This is an optimization exercise on Yosys and OpenROAD, whose aim is small area and a short achievable clock period, not a production implementation. In this exercise RTL edits were held to simulation tests only and were not proved equivalent to the original. No activity file was given, so power comes from the tool's default toggle rates.

===== run.sh =====
#!/bin/bash
# synth_recipe.tcl (not shown) runs the flow's synth.tcl, then flattens the netlist and writes it again
# the make line also repeats each setting of config.mk as NAME=value (left out here)
make -C /OpenROAD-flow-scripts/flow DESIGN_CONFIG=/design/flow/config.mk WORK_HOME=/design/flow/orfs CLKGATE_MAP_FILE= SYNTH_SCRIPT=/design/flow/synth_recipe.tcl finish

===== constraint.sdc =====
create_clock -name core_clock -period 4.5 [get_ports {clkIn}]
set_input_delay 0.9000 -clock core_clock [delete_from_list [all_inputs] [get_ports {clkIn}]]
set_output_delay 0.9000 -clock core_clock [all_outputs]
set_load 0.01 [all_outputs]

===== config.mk =====
export PLATFORM = sky130hd
export DESIGN_NAME = fifo
export DESIGN_NICKNAME = fifo
export VERILOG_FILES = /design/flow/design.v
export SDC_FILE = /design/flow/constraint.sdc
export NUM_CORES = 4
export LEC_CHECK = 0
export CAP_MARGIN = 20
export CORE_MARGIN = 2
export CORE_UTILIZATION = 40
export SLEW_MARGIN = 20

===== design.v =====
module dp_ram #(
    DATA_WIDTH = 32,
    ADDR_WIDTH = 32) (
    input  logic clkIn,
    input  logic wrEnIn,
    input  logic [ADDR_WIDTH-1:0] wrAddrIn,
    input  logic [DATA_WIDTH-1:0] wrDataIn,
    input  logic [ADDR_WIDTH-1:0] rdAddrIn,
    output logic [DATA_WIDTH-1:0] rdDataOut);
    localparam DEPTH = 1 << ADDR_WIDTH;
    logic [DEPTH-1:0][DATA_WIDTH-1:0] dataR;
    logic [DATA_WIDTH-1:0] rdDataR;
    always @(posedge clkIn) begin
        if (wrEnIn) begin
            dataR[wrAddrIn] = wrDataIn;  
        end
        rdDataR             <= dataR[rdAddrIn];
    end
    assign rdDataOut = rdDataR;
endmodule
module fifo #(
    DATA_WIDTH = 32,
    DEPTH      = 32,
    SKID       = 0) (
    input  logic clkIn,
    input  logic rstIn,
    input  logic wrValidIn,
    output logic wrConsentOut,
    input  logic [DATA_WIDTH-1:0] wrDataIn,
    output logic rdValidOut,
    input  logic rdConsentIn,
    output logic [DATA_WIDTH-1:0] rdDataOut);
    localparam ADDR_WIDTH = $clog2(DEPTH);
    logic [ADDR_WIDTH-1:0] rdAddrR;
    logic [ADDR_WIDTH-1:0] wrAddrR;
    logic [ADDR_WIDTH:0] countR;
    logic rdValidR;
    logic wrConsentR;
    logic rstR;
    logic wrValid;
    logic rdValid;
    logic [ADDR_WIDTH-1:0] rdAddrNext;
    assign wrValid = wrValidIn & wrConsentR;
    assign rdValid = rdValidR & rdConsentIn;
    assign rdAddrNext = rdValid ? rdAddrR + 1 : rdAddrR;
    always @(posedge clkIn) begin
        rstR                    <= rstIn;
        if (rstIn) begin
            wrAddrR             <= 0;
            rdAddrR             <= 0;
            countR              <= 0;
            rdValidR            <= 0;
            wrConsentR          <= 0;
        end else begin
            if (rstR) begin
                wrConsentR      <= 1;
            end
            if (wrValid) begin
                wrAddrR         <= wrAddrR + 1;
            end
            if (rdValid) begin
                rdAddrR         <= rdAddrR + 1;
            end
            if (wrValid && !rdValid) begin
                countR          <= countR + 1;
                rdValidR        <= 1;
                if (countR == (DEPTH - SKID - 1)) begin
                    wrConsentR  <= 0;
                end
            end else if (!wrValid && rdValid) begin
                countR          <= countR - 1;
                wrConsentR      <= 1;
                if (countR == 1) begin
                    rdValidR    <= 0;
                end
            end
        end
    end
    assign rdValidOut = rdValidR;
    assign wrConsentOut = wrConsentR;
    dp_ram #(
        .ADDR_WIDTH(ADDR_WIDTH),
        .DATA_WIDTH(DATA_WIDTH))
        ram (
        .clkIn(clkIn),
        .wrEnIn(wrValid),
        .wrAddrIn(wrAddrR),
        .wrDataIn(wrDataIn),
        .rdAddrIn(rdAddrNext),
        .rdDataOut(rdDataOut));
endmodule

==> run_results.csv, run 1 <==
group,metric,value,unit
synthesis,ys_top_cells_by_area,"dfxtp_1 45%, nand2_1 14%, mux2_2 9.0%",
drt,vias_per_cell,5.838,
synthesis,syn-num-nets,5702,
setup_path,critPathBufInv,2,
placement,io_buffers,69,
drt,vias,41982,
setup_path,setup.worst_path.end_class,"flop",
synthesis,ys_seq_elements,1075,
clocking,cts-root-buf,"clkbuf_16",
timing,rsz0062_at_grt,"false",
power,p_leak,22.94,nW
clocking,cts_tree,"built",
clocking,h-tree-depth,3,
global_routing,grt_pass1_vias,38954,
power,p_per_area,394.9,nW/µm²
timing,finalSetupTns,0,ns
clocking,clock-sinks,1075,
global_routing,antenna_found_initial,8,
drt,routed_wl,163.0,mm
setup_path,slowest_delay,0.77,ns
clocking,clkLatencyLatePin,0.71,ns
clocking,numCtsBuffers,113,
setup_path,rr_worst_depth,10,
drt,first_pass_iters,6,
timing,slew_violations,0,
timing,finalCritPeriodShare,94.04,%
clocking,post_cts_buffers,0,
synthesis,syn_area,47460,µm²
synthesis,yosys.area.top_type_share,45.34,%
synthesis,yosysMostFrequentCell,"nand2_1",
timing,setup_viol,0,
synthesis,ys.flop_type,"dfxtp_1",
synthesis,syn-mean-instance-area,8.390,µm²
timing,post-route-min-period,4.232,ns
floorplan,io_pins,70,
synthesis,synthCells,5657,
floorplan,die_w,348.5,µm
synthesis,synth_edf_count,0,
finish,nFillCells,11269,
synthesis,ys_seq_area_share,45.34,%
synthesis,synth_common_cells,"1830 x nand2_1, 1075 x dfxtp_1, 394 x clkbuf_1",
setup_path,cp.depth,10,
run,max_cap_viol_count,0,
floorplan,die_h,348.5,µm
finish,multi_input_area,23950,µm²
clocking,clk_pin_slew,0.06,ns
drt,antenna_left,0,
global_routing,gr-total-overflow,0,
floorplan,rows,126,
drt,drc,0,
min_path,hold_depth,2,
timing,max_freq,236.3,MHz
floorplan,start_util,40.25,%
power,p_total,21.44,mW
finish,final_net_count,5604,
global_routing,grt_pass1_wl,248.0,mm
setup_path,crit_fanout,16,
global_routing,grt_max_degree,82,
timing,report.final.hold_viol_count,0,
synthesis,yosysWarnings,2,
min_path,hold_path.startpoint,"ram.dataR[967]",
finish,area_growth,14.40,%
synthesis,ys_types,96,
setup_path,crit_family,"simple AND/OR/NAND/NOR gates",
clocking,cts_buffer_depth,3,
placement,place_congestion,0.9741,
min_path,worst_hold_path_type,"reg -> reg",
finish,seq_area,21520,µm²
setup_path,r2r_start,"wrAddrR[4]",
placement,dp_hpwl,108.6,mm
setup_path,critPathRequiredTime,5.05,ns
power,vdd_ir_drop_max,0.2918,mV
floorplan,fp.coreArea,117900,µm²
setup_path,arrival,4.78,ns
clocking,hold_buffers,0,
synthesis,yosysTopAreaCell,"dfxtp_1",
clocking,cts_resized,0,
outcome,run_status,"no timing/DRC/antenna violations",
timing,slew-limit-headroom,31.58,%
setup_path,start_kind,"flop",
synthesis,async_flop_share,0,%
setup_path,startpoint,"wrAddrR[4]",
timing,tightestPinTransition,1.024,ns
drt,wl_per_cell,22.67,µm
setup_path,crit_path_top_delay_cell,"or3_2",
finish,drive_gt1_share,17.92,%
global_routing,track_usage,26.11,%
setup_path,crit_top_cell,"or3_2",
drt,drt_iter0_drc,4267,
floorplan,dieArea,121400,µm²
timing,clock_skew,0.02728,ns
setup_path,setup.worst_path.class,"reg -> reg",
finish,fin_util,46.04,%
setup_path,cp_cell_sequence,"inv_1, ha_1, or3_2, buf_4, or3_2, mux2_2, a221oi_1, o21ai_0, o211ai_1, a22oi_1",
==> per-layer routing <==
layer / global-route usage, % / vias up / share of wire [%] / routed length [µm]
met3: 3.901 / 251 / 7.6 / 12370
met1: 37.52 / 20375 / 46 / 74850
met5: 0 / - / 0.017 / 27
li1: - / 19687 / - / -
met2: 40.68 / 1665 / 44 / 72230
met4: 6.914 / 4 / 2.2 / 3555
==> sequential cells by signal, indices dropped and copies added (netlist names) <==
signal       flops
countR           6
rstR             1
ram.rdDataR     32
rdAddrR          5
wrConsentR       1
ram.dataR     1024
wrAddrR          5
rdValidR         1
==> cell families after synthesis <==
logic type                 Yosys count  share of synthesized area, %
AOI/OAI and AO/OA                 1117                         17.70
xor gates and xnor gates            18                        0.4034
adders and majority gates            9                        0.2373
buffers and inverters              572                         4.977
DFF                               1075                         45.34
muxes                              422                         10.10
and+or+nand+nor                   2444                         21.24
==> stage by stage <==
step           hold slack [ns]  std cells  cell area, µm²  worst slack (ns)
2_1_floorplan           0.4072       5657           47460            0.8089
3_3_place_gp            0.4155       6980           50450           0.09852
3_5_place_dp            0.4216       6980           50450           0.03763
4_1_cts                 0.4338       7190           54280            0.3460
5_1_grt                 0.4488       7190           54290            0.1231
6_report                0.4347       7191           54290            0.2683
==> power by group <==
part | leakage, nW | total (mW) | switching (mW) | internal [mW]
clock network | 1.90 | 9.65 | 4.01 | 5.64
logic | 12.4 | 1.70 | 1.04 | 0.661
registers | 8.68 | 10.1 | 0.291 | 9.80
==> final cells by class <==
| cell class | instances | share of cell area (%) |
|---|---|---|
| multi-input cells | 4010 | 44.12 |
| flip-flops and latches | 1075 | 39.64 |
| clock buffers | 177 | 6.340 |
| repair buffers | 344 | 5.545 |
| well taps | 1536 | 3.540 |
| clock inverters | 33 | 0.7144 |
| inverters | 15 | 0.1037 |
| diodes | 1 | 0.004609 |
==> path summary, 6_finish.rpt <==
kind,end,slack [ns]
max reg2reg,ram.rdDataR[3],0.27
max,ram.rdDataR[3],0.27
min,ram.dataR[967],0.43
min reg2reg,ram.dataR[967],0.43
==> worst reg2reg max path, delay by kind of cell, from the launching register on <==
family	cells	cell delay (ns)
AO/OA/AOI/OAI	4	1.00
flip-flops	1	0.58
AND/OR/NAND/NOR	2	1.41
buffers and inverters	2	0.49
adder cells (fa/ha/maj)	1	0.25
multiplexers	1	0.34
==> placed cells by master, fill, tap and decap left out, types with 132 or more instances in the layout <==
master,netlist,routed
buf_4,11,243
o21ai_0,185,184
dfxtp_1,1075,1075
mux2_2,378,378
nand2_1,1830,1829
nand3_1,138,133
o221ai_1,249,249
nor2_1,257,251
a21oi_1,135,132
==> run 2: changes to the inputs <==
==> design.v (replaced) <==
module dp_ram #(
    DATA_WIDTH = 32,
    ADDR_WIDTH = 32) (
    input  logic clkIn,
    input  logic wrEnIn,
    input  logic [ADDR_WIDTH-1:0] wrAddrIn,
    input  logic [DATA_WIDTH-1:0] wrDataIn,
    input  logic [ADDR_WIDTH-1:0] rdAddrIn,
    output logic [DATA_WIDTH-1:0] rdDataOut);
    localparam DEPTH = 1 << ADDR_WIDTH;
    logic [DEPTH-1:0][DATA_WIDTH-1:0] dataR;
    logic [DATA_WIDTH-1:0] rdDataR;
    always @(posedge clkIn) begin
        if (wrEnIn) begin
            dataR[wrAddrIn] <= wrDataIn;
        end
        rdDataR <= dataR[rdAddrIn];
    end
    assign rdDataOut = rdDataR;
endmodule
module fifo #(
    DATA_WIDTH = 32,
    DEPTH      = 32,
    SKID       = 0) (
    input  logic clkIn,
    input  logic rstIn,
    input  logic wrValidIn,
    output logic wrConsentOut,
    input  logic [DATA_WIDTH-1:0] wrDataIn,
    output logic rdValidOut,
    input  logic rdConsentIn,
    output logic [DATA_WIDTH-1:0] rdDataOut);
    localparam MDEPTH = DEPTH - 1;
    localparam PW = $clog2(MDEPTH);
    localparam CW = $clog2(DEPTH + 1);
    logic [DATA_WIDTH-1:0] headR;
    logic [DATA_WIDTH-1:0] memR [0:MDEPTH-1];
    logic [PW-1:0] wrPtrR, rdPtrR;
    logic [CW-1:0] countR;
    logic rdValidR, wrConsentR, oneR;
    logic wr, rd, wrMem, rdMem;
    logic [CW-1:0] countNext;
    logic [DATA_WIDTH-1:0] memOut;
    assign wr = wrValidIn & wrConsentR;
    assign rd = rdConsentIn & rdValidR;
    assign wrMem = wr & rdValidR & ~(rdConsentIn & oneR);
    assign rdMem = rd & ~oneR;
    assign countNext = countR + {{(CW-1){1'b0}}, wr} - {{(CW-1){1'b0}}, rd};
    always_comb begin
        memOut = '0;
        for (int i = 0; i < MDEPTH; i++)
            memOut = memOut | (memR[i] & {DATA_WIDTH{rdPtrR == PW'(i)}});
    end
    always_ff @(posedge clkIn) begin
        if (rstIn) begin
            wrPtrR     <= '0;
            rdPtrR     <= '0;
            countR     <= '0;
            rdValidR   <= 1'b0;
            wrConsentR <= 1'b0;
            oneR       <= 1'b0;
        end else begin
            if (wrMem) wrPtrR <= (wrPtrR == PW'(MDEPTH - 1)) ? '0 : wrPtrR + 1'b1;
            if (rdMem) rdPtrR <= (rdPtrR == PW'(MDEPTH - 1)) ? '0 : rdPtrR + 1'b1;
            countR     <= countNext;
            rdValidR   <= countNext != 0;
            wrConsentR <= countNext != CW'(DEPTH);
            oneR       <= countNext == 1;
        end
    end
    always_ff @(posedge clkIn) begin
        if (~rdValidR | (rdConsentIn & oneR))
            headR <= wrDataIn;
        else if (rdConsentIn)
            headR <= memOut;
    end
    for (genvar i = 0; i < MDEPTH; i++) begin : g_mem
        always_ff @(posedge clkIn) begin
            if (wrConsentR && wrPtrR == PW'(i))
                memR[i] <= wrDataIn;
        end
    end
    assign rdValidOut = rdValidR;
    assign wrConsentOut = wrConsentR;
    assign rdDataOut = headR;
endmodule
==> run_results.csv, run 2 <==
group,metric,value,unit
finish,final_common_cell,"edfxtp_1",
timing,rsz0062_at_grt,"false",
synthesis,ys_seq_area_share,78.55,%
clocking,cts_tree,"built",
timing,slew_violations,0,
setup_path,reg2reg_to,"headR[0]",
setup_path,arrival,4.19,ns
timing,setup_viol,0,
synthesis,syn-num-nets,2322,
global_routing,grt_max_degree,75,
drt,drt_iter0_drc,4530,
synthesis,ys_types,75,
synthesis,yosys.area_share.simple,4.997,%
finish,final_net_count,2464,
synthesis,ys_top_cells_by_area,"edfxtp_1 78%, a22oi_1 3.9%, mux2i_1 2.1%",
floorplan,start_util,40.33,%
drt,first_pass_iters,6,
synthesis,async_flop_share,0,%
setup_path,rr_worst_depth,7,
clocking,numCtsBuffers,102,
synthesis,synth_edf_count,1024,
synthesis,yosysTopAreaCell,"edfxtp_1",
timing,report.final.hold_viol_count,0,
placement,place_inst,3593,
clocking,clk_pin_slew,0.06,ns
clocking,clock-sinks,1043,
floorplan,die_h,318.8,µm
clocking,cts-root-buf,"clkbuf_16",
drt,routed_wl,148.0,mm
synthesis,syn_area,39630,µm²
setup_path,setup.worst_path.class,"reg -> reg",
finish,layout.cells.non_filler,3779,
synthesis,ys.flop_type,"edfxtp_1",
power,p_total,20.69,mW
synthesis,yosysWarnings,2,
drt,antenna_left,0,
clocking,cts_resized,0,
drt,vias_per_cell,6.667,
timing,finalSetupTns,0,ns
placement,place_congestion,0.8626,
finish,final_cell_mix,"1024 x edfxtp_1, 205 x a22oi_1, 103 x clkbuf_16",
timing,post-route-min-period,3.812,ns
clocking,cts_buffer_depth,3,
timing,clock_skew,0.03394,ns
setup_path,r2r_slack,0.69,ns
run,max_cap_viol_count,0,
clocking,post_cts_buffers,0,
synthesis,yosys.area.top_type_share,77.59,%
outcome,run_status,"no timing/DRC/antenna violations",
floorplan,rows,115,
synthesis,synth_top_family_by_area,"compound AO/OA/AOI/OAI gates",
min_path,worst_hold_path_type,"reg -> reg",
synthesis,yosys.area_share.adder,0.5556,%
synthesis,synth-compound-area-share,10.90,%
power,vdd_ir_drop_max,0.2847,mV
finish,fin_util,46.21,%
drt,wl_per_cell,39.15,µm
synthesis,yosys.area_share.xor_xnor,0.06630,%
global_routing,grt_pass1_vias,24276,
floorplan,die_w,318.8,µm
drt,vias,25193,
global_routing,gr-total-overflow,0,
finish,largest_register_ffs,992,
power,p_per_area,455.6,nW/µm²
placement,dp_hpwl,83.28,mm
clocking,hold_buffers,0,
timing,max_freq,262.3,MHz
floorplan,io_pins,70,
finish,area_growth,14.59,%
timing,tightestPinTransition,1.182,ns
min_path,holdPathEnd,"wrPtrR[1]",
min_path,hold_depth,2,
global_routing,grt_pass1_wl,200.4,mm
min_path,hold_path.startpoint,"wrPtrR[1]",
global_routing,antenna_found_initial,5,
global_routing,track_usage,28.61,%
timing,slew-limit-headroom,21.11,%
synthesis,ys_seq_elements,1043,
setup_path,start_kind,"flop",
synthesis,synthCells,2269,
setup_path,setup.worst_path.end_class,"flop",
setup_path,r2r_start,"rdPtrR[0]",
placement,io_buffers,69,
drt,drc,0,
clocking,h-tree-depth,3,
clocking,clkLatencyLatePin,0.69,ns
floorplan,fp.coreArea,98280,µm²
setup_path,crit_fanout,23,
setup_path,critPathRequiredTime,4.88,ns
floorplan,dieArea,101600,µm²
power,p_leak,13.97,nW
synthesis,yosysMostFrequentCell,"edfxtp_1",
timing,finalCritPeriodShare,84.71,%
finish,drive_gt1_share,14.73,%
synthesis,synth_common_cells,"1024 x edfxtp_1, 205 x a22oi_1, 102 x nand2_1",
synthesis,syn-mean-instance-area,17.47,µm²
synthesis,synth_mux_area_share,3.182,%
run 2: cell count changes after synthesis, moves of 52 or more:
cell,before,now
buf_1,58,6
edfxtp_1,0,1024
nor2_1,257,79
a22oi_1,4,205
o21ai_0,185,36
a21oi_1,135,41
a221oi_1,116,43
mux2i_1,13,84
o221ai_1,249,5
mux2_2,378,34
clkbuf_1,394,67
dfxtp_1,1075,19
nand3_1,138,22
nand2_1,1830,102
run 2: cell families after synthesis:
group / after synthesis
adder cells (fa/ha/maj): 17
AND/OR/NAND/NOR: 366
flip-flops: 1043
multiplexers: 121
XOR/XNOR: 3
AO/OA/AOI/OAI: 568
buffers and inverters: 151
run 2: layout make-up:
type / count / area (µm²)
Clock inverter: 49 / 349.1
Fill cell: 8238 / 52860
Antenna cell: 7 / 17.52
Multi-Input combinational cell: 1075 / 8093
Inverter: 18 / 67.56
Tap cell: 1287 / 1610
Sequential cell: 1043 / 31140
Timing Repair Buffer: 171 / 1464
Clock buffer: 129 / 2675
run 2: how the worst max path moves through the flow:
stage          cells after the start  slack, ns         end         from
6_report                           7       0.69    headR[0]    rdPtrR[0]
5_1_grt                            7       0.70    headR[0]    rdPtrR[4]
4_1_cts                            6       0.80    headR[0]    rdPtrR[4]
3_5_place_dp                      12       0.67  wrConsentR  rdConsentIn
3_3_place_gp                      12       0.65  wrConsentR  rdConsentIn
2_1_floorplan                     11       1.47    rdValidR  rdConsentIn
run 2: power by group:
group / leakage, nW / switching (mW) / internal, mW / total, mW
combinational: 3.07 / 1.06 / 0.572 / 1.63
sequential: 9.42 / 0.129 / 10.9 / 11.0
clock: 1.48 / 3.66 / 4.37 / 8.03
run 2: metrics by stage:
| stage | setup slack, ns | hold WS [ns] | cell area, µm² |
|---|---|---|---|
| after global placement | 0.6548 | 0.5401 | 42400 |
| after global routing | 0.7012 | 0.6083 | 45400 |
| after detailed placement | 0.6729 | 0.5644 | 42400 |
| after CTS | 0.8017 | 0.5758 | 45420 |
| final | 0.6882 | 0.5735 | 45420 |
| after floorplan | 1.467 | 0.5063 | 39630 |
run 2: layer usage:
layer | global-route usage [%] | vias up | wire length [µm]
met4 | 16.27 | 6 | 8706
met2 | 44.54 | 2092 | 67890
met1 | 36.90 | 12960 | 53300
met5 | 0 | - | 35
li1 | - | 9667 | -
met3 | 6.750 | 468 | 18010
run 2: worst max-delay path, stage by stage, from the launching register on:
cell	delay (ns)
dfxtp_1	0.37
ha_1	0.62
and3_1	0.39
ha_2	0.47
buf_4	0.35
a221o_1	0.37
a2111oi_0	0.76
a31oi_1	0.16
==> run 3: changes to the inputs <==
--- a/design.v
+++ b/design.v
@@ -36,24 +36,34 @@
     logic [DATA_WIDTH-1:0] headR;
     logic [DATA_WIDTH-1:0] memR [0:MDEPTH-1];
-    logic [PW-1:0] wrPtrR, rdPtrR;
+    logic [PW-1:0] wrPtrR;
+    logic [MDEPTH-1:0] rdSelR;
     logic [CW-1:0] countR;
     logic rdValidR, wrConsentR, oneR;
-    logic wr, rd, wrMem, rdMem;
-    logic [CW-1:0] countNext;
+    logic wr, rd, inc, dec, wrMem, rdMem;
+    logic is2, is31, is32;
+    logic [PW-1:0] wrPtrInc;
+    logic [CW-1:0] countInc, countDec;
     logic [DATA_WIDTH-1:0] memOut;
-    assign wr = wrValidIn & wrConsentR;
-    assign rd = rdConsentIn & rdValidR;
+    assign wr  = wrValidIn & wrConsentR;
+    assign rd  = rdConsentIn & rdValidR;
+    assign inc = wr & ~rd;
+    assign dec = rd & ~wr;
     assign wrMem = wr & rdValidR & ~(rdConsentIn & oneR);
     assign rdMem = rd & ~oneR;
-    assign countNext = countR + {{(CW-1){1'b0}}, wr} - {{(CW-1){1'b0}}, rd};
+    assign is2  = countR == CW'(2);
+    assign is31 = countR == CW'(DEPTH - 1);
+    assign is32 = countR == CW'(DEPTH);
+    assign countInc = countR + 1'b1;
+    assign countDec = countR - 1'b1;
+    assign wrPtrInc = (wrPtrR == PW'(MDEPTH - 1)) ? '0 : wrPtrR + 1'b1;
     always_comb begin
         memOut = '0;
         for (int i = 0; i < MDEPTH; i++)
-            memOut = memOut | (memR[i] & {DATA_WIDTH{rdPtrR == PW'(i)}});
+            memOut = memOut | (memR[i] & {DATA_WIDTH{rdSelR[i]}});
     end
     always_ff @(posedge clkIn) begin
         if (rstIn) begin
             wrPtrR     <= '0;
-            rdPtrR     <= '0;
+            rdSelR     <= MDEPTH'(1);
             countR     <= '0;
             rdValidR   <= 1'b0;
@@ -61,10 +71,19 @@
             oneR       <= 1'b0;
         end else begin
-            if (wrMem) wrPtrR <= (wrPtrR == PW'(MDEPTH - 1)) ? '0 : wrPtrR + 1'b1;
-            if (rdMem) rdPtrR <= (rdPtrR == PW'(MDEPTH - 1)) ? '0 : rdPtrR + 1'b1;
-            countR     <= countNext;
-            rdValidR   <= countNext != 0;
-            wrConsentR <= countNext != CW'(DEPTH);
-            oneR       <= countNext == 1;
+            if (wrMem) wrPtrR <= wrPtrInc;
+            if (rdMem) rdSelR <= {rdSelR[MDEPTH-2:0], rdSelR[MDEPTH-1]};
+            if (inc) begin
+                countR     <= countInc;
+                rdValidR   <= 1'b1;
+                oneR       <= ~rdValidR;
+                wrConsentR <= ~is31;
+            end else if (dec) begin
+                countR     <= countDec;
+                rdValidR   <= ~oneR;
+                oneR       <= is2;
+                wrConsentR <= 1'b1;
+            end else begin
+                wrConsentR <= ~is32;
+            end
         end
     end
--- a/config.mk
+++ b/config.mk
@@ -9,3 +9,4 @@
 export CORE_MARGIN = 2
 export CORE_UTILIZATION = 40
+export SETUP_SLACK_MARGIN = 2.3
 export SLEW_MARGIN = 20
==> run_results.csv, run 3 <==
group,metric,value,unit
setup_path,r2r_slack,2.23,ns
timing,slew_violations,0,
power,p_per_area,452.6,nW/µm²
synthesis,async_flop_share,0,%
synthesis,syn_area,38480,µm²
setup_path,critPathRequiredTime,5.00,ns
min_path,hold_path.startpoint,"countR[5]",
drt,vias,23568,
timing,finalCritPeriodShare,50.34,%
setup_path,crit_path_top_delay_cell,"dfxtp_2",
synthesis,synth_common_cells,"1024 x edfxtp_1, 442 x a22oi_1, 145 x clkbuf_1",
finish,area_growth,17.24,%
synthesis,yosys.area.top_type_share,79.92,%
global_routing,top_usage_layer,"met2",
synthesis,synthCells,2189,
drt,routed_wl,127.1,mm
clocking,cts_buffer_depth,3,
global_routing,met1_usage,33.90,%
setup_path,slowest_delay,1.02,ns
floorplan,io_pins,70,
placement,place_congestion,0.7989,
synthesis,ys_seq_area_share,82.26,%
drt,first_pass_iters,7,
drt,drc,0,
timing,report.final.hold_viol_count,0,
global_routing,gr-total-overflow,0,
setup_path,r2r_start,"rdSelR[13]",
global_routing,grt_max_degree,67,
global_routing,grt_pass1_wl,176.3,mm
synthesis,yosysMostFrequentCell,"edfxtp_1",
timing,setup_viol,0,
timing,tightestPinTransition,1.172,ns
timing,finalSetupTns,0,ns
setup_path,setup.worst_path.class,"reg -> reg",
synthesis,ys_seq_elements,1069,
floorplan,die_h,314.2,µm
power,p_leak,13.99,nW
finish,nFillCells,7835,
drt,vias_per_cell,6.353,
clocking,clock-sinks,1069,
synthesis,ys_top_cells_by_area,"edfxtp_1 80%, a22oi_1 8.6%, dfxtp_1 2.3%",
synthesis,yosysWarnings,2,
floorplan,fp.coreArea,95150,µm²
power,p_total,20.42,mW
setup_path,arrival,2.76,ns
synthesis,yosysTopAreaCell,"edfxtp_1",
setup_path,rr_worst_depth,5,
timing,max_freq,441.5,MHz
synthesis,ys.flop_type,"edfxtp_1",
clocking,cts_tree,"built",
clocking,h-tree-depth,3,
global_routing,track_usage,25.47,%
clocking,numCtsBuffers,105,
timing,clock_skew,0.04138,ns
min_path,holdPathEnd,"wrConsentR",
finish,final_net_count,2409,
setup_path,cp_cell_sequence,"buf_4, a22oi_1, nand4_1, nor2_1, a31oi_1",
synthesis,syn-num-nets,2237,
timing,setup_ws,2.235,ns
placement,dp_hpwl,66.57,mm
clocking,clkLatencyLatePin,0.69,ns
setup_path,crit_family,"flip-flops",
setup_path,reg2reg_to,"headR[25]",
setup_path,start_kind,"flop",
clocking,clk_pin_slew,0.06,ns
placement,place_ws,1.189,ns
floorplan,start_util,40.44,%
timing,post-route-min-period,2.265,ns
finish,final_common_cell,"edfxtp_1",
global_routing,grtUsageMet2,42.03,%
floorplan,die_w,314.2,µm
global_routing,antenna_found_initial,0,
placement,io_buffers,69,
drt,wl_per_cell,34.26,µm
min_path,hold_depth,1,
run,max_cap_viol_count,0,
clocking,cts-root-buf,"clkbuf_16",
synthesis,synth_edf_count,1024,
global_routing,met3_usage,4.163,%
finish,largest_register_ffs,992,
drt,drt_iter0_drc,3707,
min_path,worst_hold_path_type,"reg -> reg",
finish,drive_gt1_share,17.18,%
setup_path,setup.worst_path.end_class,"flop",
synthesis,syn-mean-instance-area,17.58,µm²
power,vdd_ir_drop_max,0.2797,mV
finish,final_cell_mix,"1024 x edfxtp_1, 442 x a22oi_1, 112 x buf_4",
global_routing,grt_pass1_vias,22846,
synthesis,ys_types,48,
outcome,run_status,"no timing/DRC/antenna violations",
drt,antenna_left,0,
clocking,hold_buffers,0,
finish,diodes,0,
timing,rsz0062_at_grt,"true",
setup_path,crit_fanout,24,
finish,fin_area,45110,µm²
placement,placed_cell_area,41270,µm²
floorplan,dieArea,98690,µm²
timing,slew-limit-headroom,21.61,%
setup_path,critPathBufInv,1,
floorplan,rows,113,
[run 3: area by class of cell]
type                       instances  area, µm²  area share [%]
inverter                           7      36.28         0.08044
multi-input combinational        963       6574           14.57
clock buffer                     132       2791           6.188
tap                             1265       1583           3.509
clock inverter                    59      481.7           1.068
timing repair buffer             215       1909           4.233
sequential                      1069      31730           70.35
[run 3: through the flow]
stage / hold slack (ns) / utilization [%] / cells
detailed placement: 0.5011 / 43.37 / 3460
CTS: 0.5184 / 47.26 / 3691
finish: 0.5203 / 47.41 / 3710
global route: 0.5457 / 47.41 / 3710
floorplan: 0.4667 / - / 2189
global placement: 0.5008 / 43.25 / 3455
[run 3: routing by layer]
| metal | vias up | share of wire [%] | routed length, µm |
|---|---|---|---|
| met5 | - | 0 | 0 |
| met4 | 0 | 4.3 | 5490 |
| met3 | 321 | 11 | 13610 |
| met2 | 1660 | 48 | 61070 |
| met1 | 12259 | 37 | 46930 |
| li1 | 9328 | - | - |
[run 3: cells by family (layout without fill, tap and decap cells)]
logic type      count (synthesis)  in the layout  synth area share [%]
compound gates                568            568                 10.97
xor+xnor                        3              3               0.06830
fa+ha+maj                      12             12                0.4097
buf+inv                       158            413                 1.571
flops                        1069           1069                 82.26
mux                             2              2               0.05528
simple gates                  377            378                 4.666
[run 3: how the worst max path moves through the flow]
stage,startpoint,endpoint,cells past startpoint
2_1_floorplan,wrPtrR[3],memR[20][0],4
3_3_place_gp,wrValidIn,countR[5],10
3_5_place_dp,rdConsentIn,countR[5],9
4_1_cts,wrConsentR,wrConsentOut,1
5_1_grt,wrConsentR,wrConsentOut,2
6_report,rdSelR[13],headR[25],5
[run 3: repair_timing]
action                                  CTS  global route
setup buffers                            39            19
gates resized for setup                 162            25
endpoints found under the setup margin  783           304
cloned                                    1             0
pin swaps                                19             9
[run 3: worst register-to-register path: cells and delay by family, from the launching register on]
family / cells / cell delay, ns
compound gates: 2 / 0.40
simple gates: 2 / 0.23
flops: 1 / 1.02
buf+inv: 1 / 0.45
[run 3: power breakdown]
group          total, mW  switching [mW]  internal [mW]
sequential          11.2           0.110           11.0
combinational      0.870           0.559          0.311
clock               8.39            3.71           4.68
total               20.4            4.38           16.0
==> run 4: changes to the inputs <==
--- a/config.mk
+++ b/config.mk
@@ -8,5 +8,5 @@
 export CAP_MARGIN = 20
 export CORE_MARGIN = 2
-export CORE_UTILIZATION = 40
+export CORE_UTILIZATION = 65
 export SETUP_SLACK_MARGIN = 2.3
 export SLEW_MARGIN = 20
==> run_results.csv, run 4 <==
group,metric,value,unit
min_path,holdPathEnd,"countR[2]",
timing,rsz0062_at_grt,"true",
power,p_leak,13.96,nW
synthesis,yosysTopAreaCell,"edfxtp_1",
floorplan,die_h,247.3,µm
clocking,numCtsBuffers,100,
power,p_int,16.24,mW
finish,largest_register_ffs,992,
run,max_cap_viol_count,0,
timing,finalCritPeriodShare,50.74,%
setup_path,critPathRequiredTime,4.96,ns
finish,drive_gt1_share,16.14,%
drt,routed_wl,122.3,mm
setup_path,setup.worst_path.end_class,"flop",
floorplan,rows,89,
power,swShare,20.44,%
drt,vias_per_cell,7.400,
min_path,hold_path.startpoint,"countR[2]",
setup_path,slowest_delay,1.07,ns
synthesis,yosysWarnings,2,
clocking,clock-sinks,1069,
synthesis,async_flop_share,0,%
global_routing,grt_max_degree,48,
drt,drt_iter0_drc,3968,
power,vdd_ir_drop_max,0.3541,mV
floorplan,die_w,247.3,µm
clocking,cts_buffer_depth,3,
global_routing,grt_pass1_vias,22941,
setup_path,crit_fanout,23,
synthesis,yosys.area_share.adder,0.4097,%
drt,drc,0,
setup_path,r2r_start,"rdSelR[8]",
power,p_comb_share,4.2,%
global_routing,gr-total-overflow,0,
power,p_total,20.42,mW
global_routing,track_usage,40.78,%
clocking,cts-root-buf,"clkbuf_16",
synthesis,ys_top_cells_by_area,"edfxtp_1 80%, a22oi_1 8.6%, dfxtp_1 2.3%",
global_routing,antenna_found_initial,6,
synthesis,yosysMostFrequentCell,"edfxtp_1",
timing,tightestPinTransition,1.212,ns
timing,slew_violations,0,
setup_path,setup.worst_path.class,"reg -> reg",
outcome,run_status,"no timing/DRC/antenna violations",
clocking,clkLatencyLatePin,0.65,ns
synthesis,ys.flop_type,"edfxtp_1",
placement,placed_cell_area,40570,µm²
timing,finalSetupTns,0,ns
timing,slew-limit-headroom,19.18,%
synthesis,synth-compound-area-share,10.97,%
placement,io_buffers,69,
synthesis,ys_seq_elements,1069,
synthesis,syn-mean-instance-area,17.58,µm²
setup_path,r2r_slack,2.22,ns
power,p_per_area,458.9,nW/µm²
finish,final_net_count,2405,
synthesis,yosys.area_share.simple,4.666,%
setup_path,cp_cell_sequence,"buf_4, a22oi_1, nand4_1, nor2_1, a31oi_1",
synthesis,synthCells,2189,
synthesis,yosys.area.top_type_share,79.92,%
setup_path,crit_path_top_delay_cell,"dfxtp_2",
synthesis,ys_types,48,
timing,setup_viol,0,
setup_path,arrival,2.74,ns
floorplan,dieArea,61160,µm²
floorplan,start_util,65.44,%
timing,max_freq,438.0,MHz
power,clkPwrFrac,41.2,%
floorplan,io_pins,70,
synthesis,synth_mux_area_share,0.05528,%
global_routing,grt_pass1_wl,169.6,mm
setup_path,start_kind,"flop",
placement,place_congestion,0.8527,
synthesis,synth_common_cells,"1024 x edfxtp_1, 442 x a22oi_1, 145 x clkbuf_1",
setup_path,rr_worst_depth,5,
clocking,clk_pin_slew,0.06,ns
synthesis,syn_area,38480,µm²
synthesis,ys_seq_area_share,82.26,%
synthesis,yosys.area_share.xor_xnor,0.06829,%
timing,post-route-min-period,2.283,ns
power,p_seq_share,54.6,%
finish,fin_area,44490,µm²
finish,nFillCells,3396,
finish,final_common_cell,"edfxtp_1",
timing,clock_skew,0.01963,ns
min_path,hold_depth,2,
drt,wl_per_cell,38.07,µm
synthesis,syn-num-nets,2237,
synthesis,synth_top_family_by_area,"compound AO/OA/AOI/OAI gates",
timing,report.final.hold_viol_count,0,
min_path,worst_hold_path_type,"reg -> reg",
power,switching_power,4.172,mW
placement,dp_hpwl,63.22,mm
synthesis,synth_edf_count,1024,
drt,antenna_left,0,
setup_path,reg2reg_to,"headR[1]",
drt,first_pass_iters,6,
drt,vias,23785,
floorplan,fp.coreArea,58800,µm²
clocking,h-tree-depth,3,
finish,area_growth,15.63,%
finish,final_cell_mix,"1024 x edfxtp_1, 442 x a22oi_1, 120 x buf_4",
clocking,cts_tree,"built",
## run 4: cell counts after synthesis
No cell type changed its count.
## run 4: worst max-delay path, delay by kind of cell, from the launching register on
kind / cells / cell delay (ns)
flops: 1 / 1.07
buf+inv: 1 / 0.44
compound gates: 2 / 0.37
simple gates: 2 / 0.20
## run 4: power groups by stage
stage	Combinational, mW	Clock, mW	Sequential, mW
after floorplan	0.383	0	11.3
after global routing	0.923	8.81	11.2
after CTS	0.843	8.42	11.2
after detailed placement	0.838	0	11.4
final	0.855	8.41	11.2
after global placement	0.814	0	11.4
## run 4: logic make-up (layout without fill, tap and decap cells)
kind of cell / Yosys count / in the layout
AOI/OAI and AO/OA: 568 / 568
xor gates and xnor gates: 3 / 3
adders and majority gates: 12 / 12
buffers and inverters: 158 / 402
DFF: 1069 / 1069
muxes: 2 / 2
other: 0 / 6
and+or+nand+nor: 377 / 379
## run 4: worst max-delay path by stage
stage	startpoint	endpoint	slack, ns	cells after the start
4_1_cts	wrPtrR[0]	memR[28][27]	2.16	5
3_5_place_dp	wrValidIn	countR[5]	1.22	10
6_report	rdSelR[8]	headR[1]	2.22	5
2_1_floorplan	wrPtrR[3]	memR[20][0]	1.86	4
5_1_grt	headR[13]	rdDataOut[13]	2.23	1
3_3_place_gp	wrValidIn	countR[5]	1.24	10
## run 4: area by class of cell
cell class | count | area (µm²) | share of cell area, %
Tap cell | 773 | 967.2 | 2.174
Clock inverter | 56 | 563.0 | 1.265
Inverter | 7 | 36.28 | 0.08155
Clock buffer | 124 | 2676 | 6.015
Timing Repair Buffer | 215 | 1908 | 4.289
Multi-Input combinational cell | 964 | 6585 | 14.80
Sequential cell | 1069 | 31740 | 71.34
Antenna cell | 6 | 15.01 | 0.03375
## run 4: metrics by stage
| step | utilization, % | std cells | hold slack [ns] | worst slack [ns] |
|---|---|---|---|---|
| floorplan | - | 2189 | 0.4667 | 1.859 |
| global placement | 68.96 | 2963 | 0.5061 | 1.245 |
| detailed placement | 69.00 | 2964 | 0.5149 | 1.224 |
| CTS | 75.32 | 3191 | 0.5370 | 2.162 |
| global route | 75.65 | 3208 | 0.5749 | 2.232 |
| finish | 75.67 | 3214 | 0.5442 | 2.217 |
## run 4: timing repair
item                                    CTS  global route
gates resized for setup                 130            29
cloned                                    2             0
hold buffers                              0             0
endpoints found under the setup margin  832           329
pin swaps                                22             9
endpoints found under the hold margin     0             0
setup buffers                            45            17
## run 4: per-layer routing
layer  GRT usage (%)  part of all wire, %
met5               0                0.019
met1           55.95                   34
met4           17.79                  4.7
met3           10.56                   15
met2           62.89                   46
==> run 5: changes to the inputs <==
--- a/design.v
+++ b/design.v
@@ -31,16 +31,19 @@
     input  logic rdConsentIn,
     output logic [DATA_WIDTH-1:0] rdDataOut);
-    localparam MDEPTH = DEPTH - 1;
-    localparam PW = $clog2(MDEPTH);
+    localparam MDEPTH = DEPTH - 1;               
+    localparam NLO = 4;                          
+    localparam NHI = (MDEPTH + NLO - 1) / NLO;   
+    localparam LASTLO = (MDEPTH - 1) % NLO;
+    localparam LASTHI = (MDEPTH - 1) / NLO;
     localparam CW = $clog2(DEPTH + 1);
     logic [DATA_WIDTH-1:0] headR;
     logic [DATA_WIDTH-1:0] memR [0:MDEPTH-1];
-    logic [PW-1:0] wrPtrR;
+    logic [NLO-1:0] wrLoR;
+    logic [NHI-1:0] wrHiR;
     logic [MDEPTH-1:0] rdSelR;
     logic [CW-1:0] countR;
     logic rdValidR, wrConsentR, oneR;
-    logic wr, rd, inc, dec, wrMem, rdMem;
+    logic wr, rd, inc, dec, wrMem, rdMem, wrWrap, headLoad;
     logic is2, is31, is32;
-    logic [PW-1:0] wrPtrInc;
     logic [CW-1:0] countInc, countDec;
     logic [DATA_WIDTH-1:0] memOut;
@@ -51,4 +54,5 @@
     assign wrMem = wr & rdValidR & ~(rdConsentIn & oneR);
     assign rdMem = rd & ~oneR;
+    assign wrWrap = wrLoR[LASTLO] & wrHiR[LASTHI];
     assign is2  = countR == CW'(2);
     assign is31 = countR == CW'(DEPTH - 1);
@@ -56,5 +60,4 @@
     assign countInc = countR + 1'b1;
     assign countDec = countR - 1'b1;
-    assign wrPtrInc = (wrPtrR == PW'(MDEPTH - 1)) ? '0 : wrPtrR + 1'b1;
     always_comb begin
         memOut = '0;
@@ -64,5 +67,6 @@
     always_ff @(posedge clkIn) begin
         if (rstIn) begin
-            wrPtrR     <= '0;
+            wrLoR      <= NLO'(1);
+            wrHiR      <= NHI'(1);
             rdSelR     <= MDEPTH'(1);
             countR     <= '0;
@@ -71,5 +75,14 @@
             oneR       <= 1'b0;
         end else begin
-            if (wrMem) wrPtrR <= wrPtrInc;
+            if (wrMem) begin
+                if (wrWrap) begin
+                    wrLoR <= NLO'(1);
+                    wrHiR <= NHI'(1);
+                end else begin
+                    wrLoR <= {wrLoR[NLO-2:0], wrLoR[NLO-1]};
+                    if (wrLoR[NLO-1])
+                        wrHiR <= {wrHiR[NHI-2:0], wrHiR[NHI-1]};
+                end
+            end
             if (rdMem) rdSelR <= {rdSelR[MDEPTH-2:0], rdSelR[MDEPTH-1]};
             if (inc) begin
@@ -88,6 +101,7 @@
         end
     end
+    assign headLoad = ~rdValidR | (rdConsentIn & oneR);
     always_ff @(posedge clkIn) begin
-        if (~rdValidR | (rdConsentIn & oneR))
+        if (headLoad)
             headR <= wrDataIn;
         else if (rdConsentIn)
@@ -96,5 +110,5 @@
     for (genvar i = 0; i < MDEPTH; i++) begin : g_mem
         always_ff @(posedge clkIn) begin
-            if (wrConsentR && wrPtrR == PW'(i))
+            if (wrConsentR && wrLoR[i % NLO] && wrHiR[i / NLO])
                 memR[i] <= wrDataIn;
         end
--- a/config.mk
+++ b/config.mk
@@ -9,4 +9,6 @@
 export CORE_MARGIN = 2
 export CORE_UTILIZATION = 65
-export SETUP_SLACK_MARGIN = 2.3
+export CTS_CLUSTER_DIAMETER = 100
+export CTS_CLUSTER_SIZE = 30
+export SETUP_SLACK_MARGIN = 2.4
 export SLEW_MARGIN = 20
==> run_results.csv, run 5 <==
group,metric,value,unit
timing,clock_skew,0.02838,ns
synthesis,syn-num-nets,2229,
global_routing,grt_pass1_vias,21595,
min_path,worst_hold_path_type,"reg -> reg",
setup_path,setup.worst_path.class,"reg -> out",
clocking,clkLatencyLatePin,0.64,ns
synthesis,ys_seq_area_share,82.30,%
setup_path,critPathBufInv,1,
finish,area_growth,7.742,%
synthesis,ys_seq_elements,1076,
synthesis,ys_types,43,
synthesis,ys.flop_type,"edfxtp_1",
finish,drive_gt1_share,11.19,%
placement,place_congestion,0.8388,
synthesis,yosysWarnings,2,
synthesis,synthCells,2186,
drt,routed_wl,119.3,mm
floorplan,io_pins,70,
power,vdd_ir_drop_max,0.3819,mV
timing,report.final.hold_viol_count,0,
global_routing,grt_max_degree,55,
power,clkPwrFrac,27.7,%
finish,largest_register_ffs,992,
timing,hold_ws,0.4869,ns
synthesis,synth_edf_count,1024,
placement,io_buffers,69,
synthesis,yosysTopAreaCell,"edfxtp_1",
timing,slew_violations,0,
setup_path,critPathRequiredTime,3.60,ns
power,p_per_area,402.2,nW/µm²
drt,vias_per_cell,7.570,
power,p_int,13.19,mW
clocking,numCtsBuffers,41,
placement,place_ws,1.259,ns
clocking,hold_buffers,0,
clocking,clk_pin_slew,0.11,ns
synthesis,async_flop_share,0,%
synthesis,syn_area,38630,µm²
placement,place_inst,2939,
timing,max_freq,460.6,MHz
floorplan,rows,89,
drt,drc,0,
floorplan,dieArea,61390,µm²
power,p_seq_share,66.9,%
floorplan,die_h,247.8,µm
floorplan,start_util,65.57,%
drt,drt_iter0_drc,4012,
timing,tightestPinTransition,1.067,ns
drt,vias,22779,
setup_path,crit_fanout,1,
finish,final_common_cell,"edfxtp_1",
clocking,h-tree-depth,2,
global_routing,track_usage,39.33,%
timing,finalSetupTns,0,ns
clocking,clock-sinks,1076,
setup_path,slowest_delay,0.47,ns
finish,layout.cells.non_filler,3009,
clocking,cts_buffer_depth,3,
setup_path,setup.worst_path.end_class,"output pin",
timing,post-route-min-period,2.171,ns
setup_path,crit_family,"flip-flops",
drt,wl_per_cell,39.65,µm
floorplan,fp.coreArea,58910,µm²
drt,antenna_left,0,
timing,slew-limit-headroom,28.66,%
synthesis,syn-mean-instance-area,17.67,µm²
power,p_comb_share,5.4,%
setup_path,start_kind,"flop",
drt,first_pass_iters,8,
setup_path,cp_cell_sequence,"buf_2",
synthesis,yosys.area.top_type_share,79.61,%
finish,final_net_count,2268,
setup_path,crit_path_top_delay_cell,"edfxtp_1",
placement,dp_hpwl,60.28,mm
power,switching_power,3.545,mW
setup_path,arrival,1.27,ns
power,swShare,21.18,%
global_routing,gr-total-overflow,0,
outcome,run_status,"no timing/DRC/antenna violations",
global_routing,antenna_found_initial,2,
finish,final_cell_mix,"1024 x edfxtp_1, 454 x a22oi_1, 108 x nor2_1",
synthesis,yosysMostFrequentCell,"edfxtp_1",
clocking,cts_tree,"built",
synthesis,synth_common_cells,"1024 x edfxtp_1, 454 x a22oi_1, 124 x clkbuf_1",
floorplan,die_w,247.8,µm
clocking,cts-root-buf,"clkbuf_16",
timing,finalCritPeriodShare,48.25,%
power,p_leak,12.64,nW
timing,setup_viol,0,
run,max_cap_viol_count,0,
global_routing,grt_pass1_wl,163.3,mm
timing,setup_ws,2.329,ns
synthesis,ys_top_cells_by_area,"edfxtp_1 80%, a22oi_1 8.8%, dfxtp_1 2.7%",
timing,rsz0062_at_grt,"true",
-- run 5: changes by cell type after synthesis, sizes merged, moves of 3 or more --
cell	previous run	this run
a22o	3	0
a22oi	442	454
and3	1	31
buf	6	27
clkbuf	145	124
dfxtp	45	52
ha	11	6
nand2	82	76
nand3	44	37
nand4	95	98
nor2	133	109
-- run 5: cells by family after synthesis --
family | share of synthesized area [%]
compound gates | 11.05
flops | 82.30
mux | 0.05507
buf+inv | 1.620
xor+xnor | 0.06804
fa+ha+maj | 0.2462
simple gates | 4.661
-- run 5: worst min-delay path: stages, from the launching register on --
cell,delay (ns)
dfxtp_2,0.35
nand2_1,0.05
a21oi_1,0.05
-- run 5: power groups by stage --
stage               Clock, mW  Sequential, mW  Combinational, mW
finish                   4.64            11.2              0.897
global route             4.93            11.2              0.959
CTS                      4.61            11.2              0.862
detailed placement          0            11.4              0.864
global placement            0            11.4              0.840
floorplan                   0            11.4              0.400
-- run 5: cell type report --
| class | count | area [µm²] |
|---|---|---|
| Multi-Input combinational cell | 954 | 6457 |
| Clock buffer | 50 | 1112 |
| Sequential cell | 1076 | 31860 |
| Inverter | 6 | 37.54 |
| Clock inverter | 2 | 12.51 |
| Fill cell | 3760 | 17290 |
| Antenna cell | 2 | 5.005 |
| Timing Repair Buffer | 146 | 1161 |
| Tap cell | 773 | 967.2 |
-- run 5: worst paths after layout --
check / startpoint / slack (ns) / cells after the start / end
worst max-delay path: headR[16] / 2.33 / 1 / rdDataOut[16]
worst min-delay path: rdSelR[10] / 0.49 / 2 / rdSelR[11]
worst max register to register: rdSelR[13] / 2.38 / 5 / headR[12]
worst min register to register: rdSelR[10] / 0.49 / 2 / rdSelR[11]
-- run 5: stage by stage --
step | power (mW) | cell area (µm²) | utilization (%)
3_5_place_dp | 12.30 | 40360 | 68.52
3_3_place_gp | 12.28 | 40360 | 68.51
2_1_floorplan | 11.82 | 38710 | -
4_1_cts | 16.67 | 41540 | 70.53
5_1_grt | 17.09 | 41610 | 70.64
6_report | 16.74 | 41620 | 70.65
-- run 5: per-layer routing --
metal / share of wire, % / track usage, % / wire length [µm] / up-vias
met5: 0 / 0 / 0 / -
met1: 35 / 55.59 / 41420 / 11575
li1: - / - / - / 9019
met3: 14 / 7.429 / 16430 / 298
met2: 47 / 61.92 / 56100 / 1887
met4: 4.5 / 15.23 / 5354 / 0
-- run 5: what timing repair did --
action | in CTS | in global routing
gates resized for setup | 183 | 15
endpoints found under the setup margin | 1056 | 106
gates cloned | 1 | 0
pin swaps | 3 | 7
setup buffers | 8 | 7
==> run 6: changes to the inputs <==
--- a/config.mk
+++ b/config.mk
@@ -11,4 +11,4 @@
 export CTS_CLUSTER_DIAMETER = 100
 export CTS_CLUSTER_SIZE = 30
-export SETUP_SLACK_MARGIN = 2.4
+export SETUP_SLACK_MARGIN = 2.6
 export SLEW_MARGIN = 20
==> run_results.csv, run 6 <==
group,metric,value,unit
floorplan,io_pins,70,
synthesis,synth_common_cells,"1024 x edfxtp_1, 454 x a22oi_1, 124 x clkbuf_1",
setup_path,critPathRequiredTime,3.60,ns
setup_path,startpoint,"headR[16]",
synthesis,synth_edf_count,1024,
global_routing,grt_pass1_vias,22162,
power,p_per_area,393.5,nW/µm²
setup_path,crit_fanout,1,
drt,vias,24174,
clocking,clock-sinks,1076,
setup_path,r2r_start,"wrConsentR",
drt,drc,0,
clocking,clk_pin_slew,0.11,ns
synthesis,yosysWarnings,2,
power,switching_power,3.594,mW
floorplan,dieArea,61390,µm²
drt,wl_per_cell,42.17,µm
finish,final_cell_mix,"1024 x edfxtp_1, 454 x a22oi_1, 108 x nor2_1, 108 x buf_4, 98 x nand4_1",
finish,area_growth,10.83,%
timing,rsz0062_at_grt,"true",
timing,finalSetupTns,0,ns
placement,dp_hpwl,61.20,mm
synthesis,synth-compound-area-share,11.05,%
global_routing,antenna_found_initial,8,
setup_path,critPathBufInv,1,
synthesis,ys_top_cells_by_area,"edfxtp_1 80%, a22oi_1 8.8%, dfxtp_1 2.7%",
synthesis,syn_area,38630,µm²
drt,antenna_left,0,
global_routing,track_usage,41.72,%
power,p_int,13.25,mW
floorplan,die_w,247.8,µm
placement,io_buffers,69,
finish,final_common_cell,"edfxtp_1",
global_routing,gr-total-overflow,0,
power,vdd_ir_drop_max,0.3437,mV
timing,slew-limit-headroom,25.30,%
placement,place_inst,2943,
synthesis,ys_seq_elements,1076,
power,p_leak,13.46,nW
setup_path,crit_path_top_delay_cell,"edfxtp_1",
floorplan,start_util,65.57,%
run,max_cap_viol_count,0,
finish,fin_util,72.67,%
global_routing,grt_pass1_wl,172.2,mm
synthesis,synth_top_family_by_area,"compound AO/OA/AOI/OAI gates",
clocking,clkLatencyLatePin,0.64,ns
setup_path,setup.worst_path.end_class,"output pin",
synthesis,ys_seq_area_share,82.30,%
setup_path,start_kind,"flop",
setup_path,setup.worst_path.class,"reg -> out",
power,clkPwrFrac,27.8,%
synthesis,ys.flop_type,"edfxtp_1",
min_path,hold_path.startpoint,"countR[5]",
timing,clock_skew,0.02467,ns
timing,post-route-min-period,2.206,ns
timing,report.final.hold_viol_count,0,
finish,final_net_count,2361,
timing,max_freq,453.4,MHz
synthesis,yosys.area_share.simple,4.661,%
synthesis,synthCells,2186,
drt,vias_per_cell,7.780,
synthesis,yosysMostFrequentCell,"edfxtp_1",
synthesis,synth_mux_area_share,0.05507,%
min_path,worst_hold_path_type,"reg -> reg",
finish,largest_register_ffs,992,
synthesis,syn-num-nets,2229,
setup_path,slowest_delay,0.49,ns
drt,routed_wl,131.0,mm
synthesis,yosysTopAreaCell,"edfxtp_1",
floorplan,fp.coreArea,58910,µm²
clocking,h-tree-depth,2,
setup_path,crit_family,"flip-flops",
timing,tightestPinTransition,1.120,ns
clocking,cts_buffer_depth,3,
setup_path,cp_cell_sequence,"buf_2",
drt,drt_iter0_drc,4586,
synthesis,yosys.area.top_type_share,79.61,%
timing,setup_viol,0,
floorplan,rows,89,
timing,slew_violations,0,
clocking,cts-root-buf,"clkbuf_16",
power,p_comb_share,5.7,%
synthesis,async_flop_share,0,%
finish,layout.cells.non_filler,3107,
power,swShare,21.34,%
outcome,run_status,"no timing/DRC/antenna violations",
setup_path,arrival,1.31,ns
timing,finalCritPeriodShare,49.02,%
clocking,cts_tree,"built",
synthesis,syn-mean-instance-area,17.67,µm²
clocking,numCtsBuffers,41,
global_routing,grt_max_degree,55,
synthesis,yosys.area_share.xor_xnor,0.06802,%
synthesis,yosys.area_share.adder,0.2462,%
clocking,hold_buffers,0,
placement,place_congestion,0.8470,
finish,drive_gt1_share,14.87,%
power,p_seq_share,66.5,%
floorplan,die_h,247.8,µm
drt,first_pass_iters,7,
synthesis,ys_types,43,
-- run 6: cell counts after synthesis --
No cell type changed its count.
-- run 6: final cells by class --
cell class              instances  area (µm²)
flip-flops and latches       1076       31910
inverters                       6       37.54
fillers                      3621       16100
clock inverters                 2       38.79
well taps                     773       967.2
clock buffers                  50        1102
repair buffers                223        2110
multi-input cells             970        6625
diodes                          7       17.52
-- run 6: power groups by stage --
| stage | logic, mW | registers, mW | clock network [mW] |
|---|---|---|---|
| 2_1_floorplan | 0.400 | 11.4 | 0 |
| 3_3_place_gp | 0.841 | 11.4 | 0 |
| 3_5_place_dp | 0.862 | 11.4 | 0 |
| 4_1_cts | 0.895 | 11.2 | 4.65 |
| 5_1_grt | 1.01 | 11.2 | 4.94 |
| 6_report | 0.962 | 11.2 | 4.69 |
-- run 6: final timing paths --
check / end / slack, ns / cells past startpoint
max reg2reg: countR[5] / 2.41 / 10
min reg2reg: wrConsentR / 0.53 / 1
min: wrConsentR / 0.53 / 1
max: rdDataOut[16] / 2.29 / 1
-- run 6: per-layer routing --
layer,up-vias,global-route usage [%],part of all wire (%)
met5,-,0,0.013
met4,4,17.49,5.6
met3,413,10.72,17
met2,2361,63.38,45
met1,12145,58.49,33
li1,9251,-,-
-- run 6: through the flow --
| stage | setup slack, ns | hold WS [ns] | total power, mW | area [µm²] |
|---|---|---|---|---|
| 6_report | 2.294 | 0.5281 | 16.84 | 42810 |
| 5_1_grt | 2.297 | 0.5459 | 17.15 | 42800 |
| 4_1_cts | 2.289 | 0.5304 | 16.73 | 42070 |
| 3_5_place_dp | 1.266 | 0.5128 | 12.30 | 40380 |
| 3_3_place_gp | 1.241 | 0.5044 | 12.28 | 40380 |
| 2_1_floorplan | 2.022 | 0.4590 | 11.82 | 38710 |
-- run 6: timing repair --
item                                    in CTS  in global routing
endpoints found under the hold margin        0                  0
setup buffers                               33                 54
gates cloned                                 8                 10
endpoints found under the setup margin    1085                377
pin swaps                                   11                 14
resized for setup                          234                 56
-- run 6: logic make-up after synthesis --
group,count (synthesis)
compound gates,574
xor+xnor,3
fa+ha+maj,7
buf+inv,157
flops,1076
mux,2
simple gates,367
==> run 7: changes to the inputs <==
--- a/config.mk
+++ b/config.mk
@@ -11,4 +11,4 @@
 export CTS_CLUSTER_DIAMETER = 100
 export CTS_CLUSTER_SIZE = 30
-export SETUP_SLACK_MARGIN = 2.6
+export SETUP_SLACK_MARGIN = 2.2
 export SLEW_MARGIN = 20
==> run_results.csv, run 7 <==
group,metric,value,unit
synthesis,synthCells,2186,
global_routing,grt_pass1_wl,163.3,mm
setup_path,setup.worst_path.class,"reg -> reg",
timing,finalCritPeriodShare,52.90,%
floorplan,dieArea,61390,µm²
setup_path,cp_cell_sequence,"and3_2, buf_4",
synthesis,synth_edf_count,1024,
synthesis,yosysWarnings,2,
finish,drive_gt1_share,8.694,%
timing,slew_violations,0,
finish,nFillCells,3732,
setup_path,crit_path_top_delay_cell,"and3_2",
drt,vias_per_cell,7.616,
global_routing,gr-total-overflow,0,
timing,rsz0062_at_grt,"true",
timing,setup_viol,0,
clocking,clkLatencyLatePin,0.62,ns
floorplan,die_w,247.8,µm
synthesis,syn-num-nets,2229,
clocking,clock-sinks,1076,
clocking,cts_tree,"built",
synthesis,ys_types,43,
placement,place_inst,2937,
drt,wl_per_cell,39.64,µm
finish,area_growth,7.388,%
min_path,worst_hold_path_type,"reg -> reg",
synthesis,async_flop_share,0,%
finish,largest_register_ffs,992,
synthesis,syn_area,38630,µm²
synthesis,ys_seq_area_share,82.30,%
timing,tightestPinTransition,1.237,ns
power,vdd_ir_drop_max,0.3982,mV
finish,final_cell_mix,"1024 x edfxtp_1, 454 x a22oi_1, 108 x nor2_1",
synthesis,ys_seq_elements,1076,
floorplan,fp.coreArea,58910,µm²
setup_path,slowest_delay,0.84,ns
drt,antenna_left,0,
clocking,clk_pin_slew,0.11,ns
clocking,cts-root-buf,"clkbuf_16",
placement,io_buffers,69,
finish,layout.cells.non_filler,2994,
floorplan,start_util,65.57,%
global_routing,antenna_found_initial,2,
global_routing,grt_max_degree,55,
synthesis,ys.flop_type,"edfxtp_1",
finish,final_net_count,2256,
run,max_cap_viol_count,0,
timing,max_freq,420.0,MHz
timing,slew-limit-headroom,17.54,%
floorplan,io_pins,70,
clocking,cts_buffer_depth,3,
setup_path,critPathRequiredTime,4.76,ns
timing,hold_ws,0.5295,ns
synthesis,syn-mean-instance-area,17.67,µm²
placement,dp_hpwl,60.72,mm
floorplan,die_h,247.8,µm
power,p_per_area,400.1,nW/µm²
setup_path,start_kind,"flop",
setup_path,crit_fanout,19,
power,p_leak,12.58,nW
global_routing,track_usage,39.31,%
timing,post-route-min-period,2.381,ns
setup_path,critPathBufInv,1,
setup_path,crit_family,"simple AND/OR/NAND/NOR gates",
drt,first_pass_iters,6,
drt,routed_wl,118.7,mm
timing,clock_skew,0.02654,ns
setup_path,arrival,2.64,ns
timing,finalSetupTns,0,ns
synthesis,synth_common_cells,"1024 x edfxtp_1, 454 x a22oi_1, 124 x clkbuf_1",
clocking,numCtsBuffers,41,
outcome,run_status,"no timing/DRC/antenna violations",
timing,report.final.hold_viol_count,0,
synthesis,yosys.area.top_type_share,79.61,%
drt,vias,22802,
floorplan,rows,89,
synthesis,yosysMostFrequentCell,"edfxtp_1",
clocking,h-tree-depth,2,
synthesis,ys_top_cells_by_area,"edfxtp_1 80%, a22oi_1 8.8%, dfxtp_1 2.7%",
setup_path,setup.worst_path.end_class,"flop",
placement,place_congestion,0.8216,
global_routing,grt_pass1_vias,21450,
drt,drc,0,
synthesis,yosysTopAreaCell,"edfxtp_1",
drt,drt_iter0_drc,4020,
finish,final_common_cell,"edfxtp_1",
==> run 7: cell types whose count changed in the layout (fill, tap and decap cells not counted), sizes merged, moves of 6 or more <==
cell / previous run / this run
and3: 48 / 31
clkdlybuf4s15: 0 / 6
diode: 7 / 1
clkdlybuf4s50: 1 / 31
buf: 190 / 68
dlygate4sd2: 2 / 28
dlymetal6s2s: 28 / 1
==> run 7: path summary, 6_finish.rpt <==
kind | slack, ns | endpoint | from | cells past startpoint
min reg2reg | 0.53 | countR[2] | countR[2] | 2
max reg2reg | 2.12 | memR[6][0] | wrLoR[2] | 2
max | 2.12 | memR[6][0] | wrLoR[2] | 2
min | 0.53 | countR[2] | countR[2] | 2
==> run 7: stage by stage <==
| stage | cell area [µm²] | utilization (%) | power [mW] | setup slack [ns] |
|---|---|---|---|---|
| CTS | 41460 | 70.37 | 16.56 | 2.072 |
| global placement | 40300 | 68.42 | 12.26 | 1.302 |
| floorplan | 38670 | - | 11.80 | 1.991 |
| global route | 41480 | 70.42 | 16.97 | 2.137 |
| detailed placement | 40300 | 68.42 | 12.29 | 1.318 |
| finish | 41480 | 70.42 | 16.60 | 2.119 |
==> run 7: power by group <==
part | internal (mW) | switching [mW] | total (mW)
clock network | 1.74 | 2.80 | 4.54
logic | 0.300 | 0.547 | 0.847
registers | 11.1 | 0.104 | 11.2
total | 13.1 | 3.45 | 16.6
==> run 7: layout make-up <==
class	count	area, µm²	share of cell area [%]
Tap cell	773	967.2	2.332
Clock inverter	1	30.03	0.07239
Sequential cell	1076	31840	76.75
Multi-Input combinational cell	953	6387	15.40
Clock buffer	49	1056	2.546
Timing Repair Buffer	135	1171	2.823
Inverter	6	30.03	0.07239
Antenna cell	1	2.502	0.006033
==> run 7: per-layer routing <==
layer / part of all wire, % / vias up / global-route usage (%)
met5: 0.011 / - / 0
met4: 4.2 / 2 / 13.84
met3: 14 / 277 / 6.877
met2: 46 / 1898 / 61.04
met1: 36 / 11639 / 57.39
li1: - / 8986 / -
==> run 7: repair_timing <==
action                     in CTS  in global routing
setup endpoints to repair     516                129
setup buffers                   6                  0
hold buffers                    0                  0
pin swaps                       2                  1
resized for setup              59                  8
==> run 7: kinds of logic after synthesis <==
| logic type | after synthesis | synth area share (%) |
|---|---|---|
| AOI/OAI and AO/OA | 574 | 11.05 |
| xor gates and xnor gates | 3 | 0.06804 |
| adders and majority gates | 7 | 0.2462 |
| buffers and inverters | 157 | 1.620 |
| DFF | 1076 | 82.30 |
| muxes | 2 | 0.05507 |
| and+or+nand+nor | 367 | 4.661 |
==> run 7: worst min-delay path: cells and delay by family, from the launching register on <==
kind | cells | cell delay (ns)
AO/OA/AOI/OAI | 1 | 0.06
flip-flops | 1 | 0.36
AND/OR/NAND/NOR | 1 | 0.08
==> run 8: changes to the inputs <==
--- a/design.v
+++ b/design.v
@@ -103,5 +103,7 @@
     assign headLoad = ~rdValidR | (rdConsentIn & oneR);
     always_ff @(posedge clkIn) begin
-        if (headLoad)
+        if (rstIn)
+            headR <= '0;
+        else if (headLoad)
             headR <= wrDataIn;
         else if (rdConsentIn)
--- a/config.mk
+++ b/config.mk
@@ -11,4 +11,4 @@
 export CTS_CLUSTER_DIAMETER = 100
 export CTS_CLUSTER_SIZE = 30
-export SETUP_SLACK_MARGIN = 2.2
+export SETUP_SLACK_MARGIN = 2.4
 export SLEW_MARGIN = 20
==> run_results.csv, run 8 <==
group,metric,value,unit
outcome,run_status,"no timing/DRC/antenna violations",
synthesis,synth_top_family_by_area,"compound AO/OA/AOI/OAI gates",
finish,final_net_count,2315,
synthesis,yosys.area_share.xor_xnor,0.06755,%
timing,finalCritPeriodShare,48.15,%
synthesis,yosys.area_share.adder,0.2445,%
setup_path,critPathRequiredTime,4.76,ns
finish,largest_register_ffs,992,
floorplan,die_w,248.6,µm
clocking,clock-sinks,1076,
global_routing,track_usage,40.72,%
floorplan,fp.coreArea,59130,µm²
synthesis,async_flop_share,0,%
synthesis,ys_top_cells_by_area,"edfxtp_1 77%, a22oi_1 6.9%, dfxtp_1 4.3%",
clocking,hold_buffers,0,
synthesis,yosys.area.top_type_share,76.58,%
setup_path,setup.worst_path.class,"reg -> reg",
synthesis,ys_types,44,
synthesis,syn_area,38900,µm²
global_routing,grt_max_degree,56,
finish,final_common_cell,"edfxtp_1",
synthesis,synth_edf_count,992,
drt,vias_per_cell,7.706,
global_routing,gr-total-overflow,0,
setup_path,start_kind,"flop",
setup_path,crit_fanout,32,
setup_path,critPathBufInv,2,
clocking,h-tree-depth,2,
clocking,clkLatencyLatePin,0.62,ns
synthesis,syn-num-nets,2275,
global_routing,grt_pass1_vias,22378,
placement,placed_cell_area,40630,µm²
clocking,clk_pin_slew,0.11,ns
timing,clock_skew,0.01538,ns
timing,finalSetupTns,0,ns
synthesis,yosys.area_share.simple,5.513,%
min_path,worst_hold_path_type,"reg -> reg",
global_routing,antenna_found_initial,2,
placement,dp_hpwl,62.13,mm
finish,fin_util,71.08,%
global_routing,grt_pass1_wl,172.7,mm
drt,routed_wl,125.7,mm
finish,nFillCells,3699,
drt,antenna_left,0,
placement,place_congestion,0.8250,
drt,wl_per_cell,40.87,µm
timing,post-route-min-period,2.167,ns
drt,vias,23705,
clocking,cts_buffer_depth,3,
floorplan,rows,89,
setup_path,cp_cell_sequence,"bufbuf_16, buf_4, and3_4",
setup_path,crit_path_top_delay_cell,"and3_4",
power,p_leak,12.82,nW
setup_path,crit_family,"simple AND/OR/NAND/NOR gates",
finish,area_growth,8.054,%
clocking,numCtsBuffers,41,
drt,first_pass_iters,23,
power,p_per_area,399.1,nW/µm²
clocking,cts_tree,"built",
finish,drive_gt1_share,12.10,%
timing,report.final.hold_viol_count,0,
timing,tightestPinTransition,1.189,ns
floorplan,start_util,65.79,%
power,vdd_ir_drop_max,0.4921,mV
floorplan,dieArea,61820,µm²
synthesis,synth_common_cells,"992 x edfxtp_1, 358 x a22oi_1, 152 x nand2_1",
synthesis,yosysMostFrequentCell,"edfxtp_1",
timing,max_freq,461.6,MHz
synthesis,ys.flop_type,"edfxtp_1",
## run 8: changes by cell type after synthesis, sizes merged, moves of 38 or more
cell,before,now
nand2,76,152
a22o,0,64
nand4,98,60
nor2,109,13
a22oi,454,358
a221oi,1,65
## run 8: final cells by class
| type | count | area [µm²] | area share, % |
|---|---|---|---|
| antenna | 6 | 15.01 | 0.03572 |
| sequential | 1076 | 31620 | 75.24 |
| tap | 773 | 967.2 | 2.301 |
| timing repair buffer | 153 | 1200 | 2.855 |
| multi-input combinational | 993 | 7009 | 16.68 |
| inverter | 7 | 41.29 | 0.09823 |
| clock inverter | 2 | 13.76 | 0.03274 |
| clock buffer | 66 | 1162 | 2.765 |
## run 8: per-layer routing
metal  GRT usage [%]  wire [µm]  up-vias
met5               0         16        -
met4           15.55       5829        2
met3           8.050      18020      355
met2           64.74      59070     2085
met1           56.86      42770    12022
li1                -          -     9241
## run 8: final timing paths
check	from	end	slack (ns)	cells past startpoint
worst min-delay path	headR[2]	headR[2]	0.51	2
worst max register to register	wrConsentR	memR[28][8]	2.33	3
worst max-delay path	wrConsentR	memR[28][8]	2.33	3
worst min register to register	headR[2]	headR[2]	0.51	2
## run 8: through the flow
stage / instances / power [mW] / hold WS [ns] / worst slack [ns]
after floorplan: 2232 / 11.76 / 0.4590 / 2.016
after global placement: 2983 / 12.23 / 0.4857 / 1.214
after detailed placement: 2983 / 12.26 / 0.4903 / 1.204
after CTS: 3068 / 16.72 / 0.5087 / 2.240
after global routing: 3071 / 17.16 / 0.5229 / 2.339
final: 3076 / 16.78 / 0.5091 / 2.333
## run 8: cells by family after synthesis
| logic type | Yosys count |
|---|---|
| multiplexers | 2 |
| adder cells (fa/ha/maj) | 7 |
| flip-flops | 1076 |
| buffers and inverters | 163 |
| AND/OR/NAND/NOR | 406 |
| AO/OA/AOI/OAI | 575 |
| XOR/XNOR | 3 |
## run 8: report_power, final
group	switching, mW	internal, mW	leakage, nW	total, mW
sequential	0.127	11.0	9.65	11.2
combinational	0.596	0.349	2.60	0.945
clock	2.87	1.81	0.566	4.68
total	3.59	13.2	12.8	16.8
## run 8: worst min-delay path: cells and delay by family, from the launching register on
kind / cells / cell delay, ns
simple gates: 1 / 0.07
compound gates: 1 / 0.07
flops: 1 / 0.33
## run 8: repair_timing
action / CTS / global route
endpoints found under the setup margin: 1064 / 291
setup buffers: 16 / 2
gates cloned: 1 / 0
resized for setup: 203 / 29
pin swaps: 3 / 2
hold endpoints to repair: 0 / 0

Re-timed with assumed drivers on the ports (clkbuf_16 on the clock, buf_2 on other inputs), run 8 has 2.333 ns of setup slack against 2.333 ns with ideal ports, and 1.782 ns once port delays also move by the mid clock arrival of 0.684 ns.
